This design comes from an exercise in tuning for small area and a short achievable clock period on the open sky130 flow, not from production work.
Only simulation tests tie the RTL to the original design; equivalence was not proved.

==> flow/design.v (outline; a module is shown in full before it is edited, if it fits) <==
// module fmac: 841 lines
// module fmac_top: 35 lines
module fmac_top (
    input          i_clk,
    input          i_reset_n,
    input          i_sel,
    input  [7:0]   i_Act_E,
    input  [63:0]  i_Act_M,
    input  [7:0]   i_Weight_E,
    input  [63:0]  i_Weight_M,
    input  [7:0]   i_ACC_E,
    input  [23:0]  i_ACC_M,
    output [7:0]   o_Weight_E,
    output [63:0]  o_Weight_M,
    output [7:0]   o_Act_E,
    output [127:0] o_Act_M,
    output [7:0]   o_ACC_E,
    output [23:0]  o_ACC_M
);
  // ...
==> flow/flow/run.sh <==
#!/bin/bash
# Own layout flow: the standard ORFS flow (standard.sh) with these changes:
#  - synthesis leaves adders to ABC (no full/half-adder cell extraction),
#  - port buffers use the smallest buffer cell,
#  - timing repair aims at a setup slack margin of 8.7 ns.
# Each tool's full output stays in orfs/logs/; make's output in run_flow.log.
set -euo pipefail
bash standard.sh ADDER_MAP_FILE= \
  "BUFFER_PORTS_ARGS=-buffer_cell sky130_fd_sc_hd__buf_1" \
  "CTS_ARGS=-sink_clustering_enable -repair_clock_nets -buf_list sky130_fd_sc_hd__clkbuf_8 -dont_use_dummy_load" \
  SETUP_SLACK_MARGIN=8.9 finish > run_flow.log 2>&1
==> flow/standard.sh <==
#!/bin/bash
# synth_recipe.tcl (not shown) runs the flow's synth.tcl, then flattens the netlist and writes it again
# the make line also repeats each setting of config.mk as NAME=value (left out here)
make -C /OpenROAD-flow-scripts/flow DESIGN_CONFIG=/design/flow/config.mk WORK_HOME=/design/flow/orfs CLKGATE_MAP_FILE= SYNTH_SCRIPT=/design/flow/synth_recipe.tcl "${@:-finish}"
==> flow/config.mk <==
export PLATFORM = sky130hd
export DESIGN_NAME = fmac_top
export DESIGN_NICKNAME = fmac_top
export VERILOG_FILES = /design/flow/design.v
export SDC_FILE = /design/flow/constraint.sdc
export NUM_CORES = 4
export LEC_CHECK = 0
export ABC_AREA = 1
export CAP_MARGIN = 20
export CORE_MARGIN = 2
export CORE_UTILIZATION = 40
export CTS_BUF_LIST = sky130_fd_sc_hd__clkbuf_8
export PLACE_DENSITY = 0.75
export SLEW_MARGIN = 20
==> flow/constraint.sdc <==
create_clock -name core_clock -period 18.0 [get_ports {i_clk}]
set_input_delay 3.6000 -clock core_clock [delete_from_list [all_inputs] [get_ports {i_clk}]]
set_output_delay 3.6000 -clock core_clock [all_outputs]
set_load 0.01 [all_outputs]
==> summary.txt, run 1 <==
Global routing
  – Initial antenna violation count: 1
  – Met2 Track Usage GR: 34.92%
  – GRT overflow: 0

Run
  – Max_cap viols: 0

Clock tree
  – TritonCTS Buffers: 17
  – Post-CTS sizing: 0
  – CTS Sinks: between 150 and 200

Worst setup path
  – Cell mode on critical path: nand2_1
  – Critical Path Stages: 51
  – CP endpoint: u_fmac.o_ACC_E[4]
  – Critical path endpoint category: register
  – Slowest CP cell: a21oi_2
  – Cell family with the largest share of critical-path delay: simple AND/OR/NAND/NOR gates

Drt
  – Total routed wirelength: ~41000 um
  – Antenna-violating nets left: 0
  – M1 WL: between 15000 and 20000 um
  – Initial DRC count: roughly 1000

Die
  – Initial Util: between 40 and 50%
  – Die area: 40880 sq um

Layout
  – # fillers: around 4200
  – Clkbuf count: 17
  – Commonest non-fill, non-tap cell in the layout: nand2_1
  – Non-clk buf share: 7.505%
  – Comb_multi_in: about 2200
  – Final core utilization: between 40 and 50%
  – Multi-input gate area: around 10000 sq um
  – Top cell category: multi-input gates
  – Nets: 3200

STA
  – Relative slew margins: a little under half
  – Setup TNS: 0 ns
  – Final min period: between 8 and 9 ns

Status
  – Status: finished clean

Placement
  – Placed insts: ~3500

Yosys
  – Synth Flop Type: dfrtp_1
  – Cell with the most instances after synthesis: nand2_1
  – Synth cell count leaders: 1215 x nand2_1, 308 x inv_1, 268 x nand3_1, 163 x dfrtp_1, 153 x nor2_1
  – Distinct cells, synth: 53
==> inputs of run 2 (changes only) <==
--- a/flow/flow/run.sh
+++ b/flow/flow/run.sh
@@ -8,4 +8,4 @@
 bash standard.sh ADDER_MAP_FILE= \
   "BUFFER_PORTS_ARGS=-buffer_cell sky130_fd_sc_hd__buf_1" \
   "CTS_ARGS=-sink_clustering_enable -repair_clock_nets -buf_list sky130_fd_sc_hd__clkbuf_8 -dont_use_dummy_load" \
-  SETUP_SLACK_MARGIN=8.9 finish > run_flow.log 2>&1
+  SETUP_SLACK_MARGIN=8.5 finish > run_flow.log 2>&1
==> run 2 against run 1 <==
Still clean; critical path depth fell by 3; wire length fell by 0.86%; fmax shrank 3.0%; die area stayed put; flip-flop and latch count is the same; first-iteration DRC count grew 2.3%; largest cell class unchanged.
==> summary.txt, run 2 <==
Layout
  – Final core utilization: 45.13% (-1.2 points)
  – # fillers: 4207 (+0.67%)
  – Largest regs: u_fmac.o_Act_M: 64 flops, u_fmac.o_Weight_M: 64 flops, u_fmac.o_ACC_M: 11 flops
  – Commonest non-fill, non-tap cell in the layout: nand2_1
  – Area Growth Syn to Fin: 11.25%
  – Layout cells sized above 1: roughly 5.6%
  – Nets: 3187 (-0.41%)
  – Most frequent cells in the layout: 1213 x nand2_1, 308 x inv_1, 305 x buf_1
  – # diodes: 0

Worst setup path
  – Critical Path Fanout Max: 15
  – Slowest CP cell: a21oi_1
  – Worst Path Required: 18.44 ns
  – Worst Path Arrival: 9.27 ns
  – WP buf/inv: 4
  – Element type at the critical path start: input pin
  – Cell mode on critical path: nand2_1
  – Critical path endpoint category: register
  – Crit-path max cell delay: approximately 0.28 ns
  – CP startpoint: i_Act_M[37]
  – Cell family with the largest share of critical-path delay: simple AND/OR/NAND/NOR gates
  – Crit Path Category: input pin to register

Drt
  – Total routed wirelength: 41040 um (-0.86%)
  – # DRC: 0
  – DR vias: around 16000
  – Initial DRC count: 1026 (+2.3%)
  – DRT Pass-1 Iters: 6
  – Antenna-violating nets left: 0 (unchanged)
  – WL/cell: roughly 12 um
  – Via/cell ratio: 4.639

Die
  – Core box area: just under 40000 sq um
  – Die area: 40880 sq um (unchanged)
  – Num rows: slightly above 70
  – Die height: about 200 um
  – I/O pins: around 420
  – Initial Util: 40.56% (unchanged)
  – Width of the die: ~200 um

Yosys
  – Mux cell area share after synthesis: 0%
  – Synth Area in Simple Gates: between 40% and 50%
  – Synth Area in Compound Gates: under 10%
  – Synth Flop Type: dfrtp_1
  – Yosys top cell area share: approximately 29%
  – Sequential element share of the synthesized area: around a quarter
  – Syn Inst Count: 2684
  – Post-synth top area cell: nand2_1
  – Cell with the most instances after synthesis: nand2_1
  – Synth cell count leaders: 1215 x nand2_1, 308 x inv_1, 268 x nand3_1, 163 x dfrtp_1, 153 x nor2_1
  – Yosys Warn Count: 1
  – Post-Synth XOR/XNOR Area: approximately 4.5%
  – Adder-Cell Fraction of Synth Area: less than 1%
  – Async SR Flop Fraction: 100.0%
  – Mapped Area: around 16000 sq um
  – Seq cells post-synth: ~160
  – Distinct cells, synth: 53 (unchanged)
  – Combinational family with the most area after synthesis: simple AND/OR/NAND/NOR gates
  – Post-synth EDFFs: 0
  – Syn_area_per_cell: between 5 and 6 sq um
  – Area contributors post-synth: nand2_1 29%, dfrtp_1 26%, nand3_1 8.5%, inv_1 7.4%, buf_4 3.8%

Clock tree
  – TritonCTS Buffers: 17 (unchanged)
  – TritonCTS clock tree: built
  – Deepest clock path buffer count: 2
  – CTS Sinks: 163 (unchanged)
  – Worst-path clk slew: about 0.070 ns
  – Number of hold buffers added after CTS: 0
  – Clock root buffer: clkbuf_8
  – Htree depth: 4

STA
  – Max frequency: 113.2 MHz
  – Final min period: 8.833 ns (+0.2618 ns)
  – Slew Limit Fails: 0
  – # setup viols final: 0
  – Final Hold Fails: 0
  – Setup TNS: 0 ns (unchanged)
  – Relative slew margins: 44.43% (-0.66 points)
  – Final Cycle Share: about half
  – RSZ-0062 raised after global routing: no
  – Least-Margin Pin Slew: 0.8336 ns

Global routing
  – GR Util All Layers: approximately a fifth
  – GRT overflow: 0 (unchanged)
  – Vias in the first global route: 14560
  – Pin count of the biggest net entering global routing: 68
  – Initial antenna violation count: 1 (unchanged)
  – First-pass GRT wire length: slightly below 70000 um

Min path
  – Min-delay worst type: input pin to asynchronous set/reset pin

Placement
  – IO buf count: just over 300
  – Detailed Place HPWL: around 35000 um
  – Final weighted congestion of routability-driven global placement: roughly 0.94

Status
  – Status: finished clean

Run
  – Max_cap viols: 0 (unchanged)
[run 2: cell counts after synthesis]
Identical to the previous run, type by type.
[run 2: cell type report]
class	instances	area (sq um)	area share (%)
clock buffers	17	234.0	1.338
flip-flops and latches	163	4079	23.33
inverters	330	1244	7.115
multi-input cells	2183	10080	57.64
repair buffers	313	1200	6.864
well taps	518	648.1	3.708
[run 2: cells by family (layout without fill, tap and decap cells)]
group                    count (synthesis)  after routing
AND/OR/NAND/NOR                       1808           1809
AO/OA/AOI/OAI                          215            215
XOR/XNOR                                77             77
flip-flops                             163            163
other                                    1             77
buffers and inverters                  415            660
adder cells (fa/ha/maj)                  5              5
[run 2: timing repair]
| item | 4_1_cts | 5_1_grt |
|---|---|---|
| gates resized for setup | 0 | 6 |
| setup buffers | 0 | 3 |
| endpoints found under the setup margin | 0 | 19 |
[run 2: final timing paths]
| check | endpoint | slack, ns | cells after the start |
|---|---|---|---|
| min in group core_clock | u_fmac.o_Act_M[35] | 3.23 | 1 |
| max | u_fmac.o_ACC_E[3] | 9.17 | 48 |
| min | u_fmac.o_Act_M[75] | 3.09 | 1 |
| max in group asynchronous | u_fmac.o_Act_M[107] | 13.67 | 2 |
[run 2: metal layers]
metal,track usage (%),part of all wire [%],vias up
li1,-,-,8882
met1,25.72,47,7092
met2,34.92,46,341
met3,3.660,5.0,32
met4,5.865,1.7,2
met5,0,0.032,-
[run 2: metrics by stage]
stage	worst slack, ns	cells	cell area, sq um	hold slack, ns
2_1_floorplan	10.03	2760	16000	3.304
3_3_place_gp	8.400	3503	17200	3.621
3_5_place_dp	8.358	3503	17200	3.624
4_1_cts	8.907	3520	17430	3.043
5_1_grt	8.508	3524	17480	3.077
6_report	9.167	3524	17480	3.088

static timing again, ports no longer ideal:
No port has a modelled driver above. Below, the same layouts with a new extraction and two added sets of constraints.
Step 1: set_driving_cell puts a clkbuf_16 on i_clk and a buf_2 on each other input, an assumption about the parent block.
Step 2 also shifts input and output timing later by t, the mid clock arrival at the registers, as if the neighbouring blocks saw the same clock.
Three values: no drivers, after step 1, after step 2; two values: the first two.
| run | shift t [ns] | slack for setup (ns) | worst setup path after step 2 | slew at the worst register clock pin (ns) | worst data-port slew with drivers (ns) |
|---|---|---|---|---|---|
| run 1 | 0.544 | 9.429 / 9.432 / 8.889 | input to register | 0.08 / 0.08 | 0.06 |
| run 2 | 0.544 | 9.167 / 9.180 / 8.636 | input to register | 0.08 / 0.08 | 0.06 |
After both steps every run listed still meets setup and hold. For run 1, which loses most, drivers alone change the setup slack by +0.003 ns; drivers and shift together by -0.540 ns.
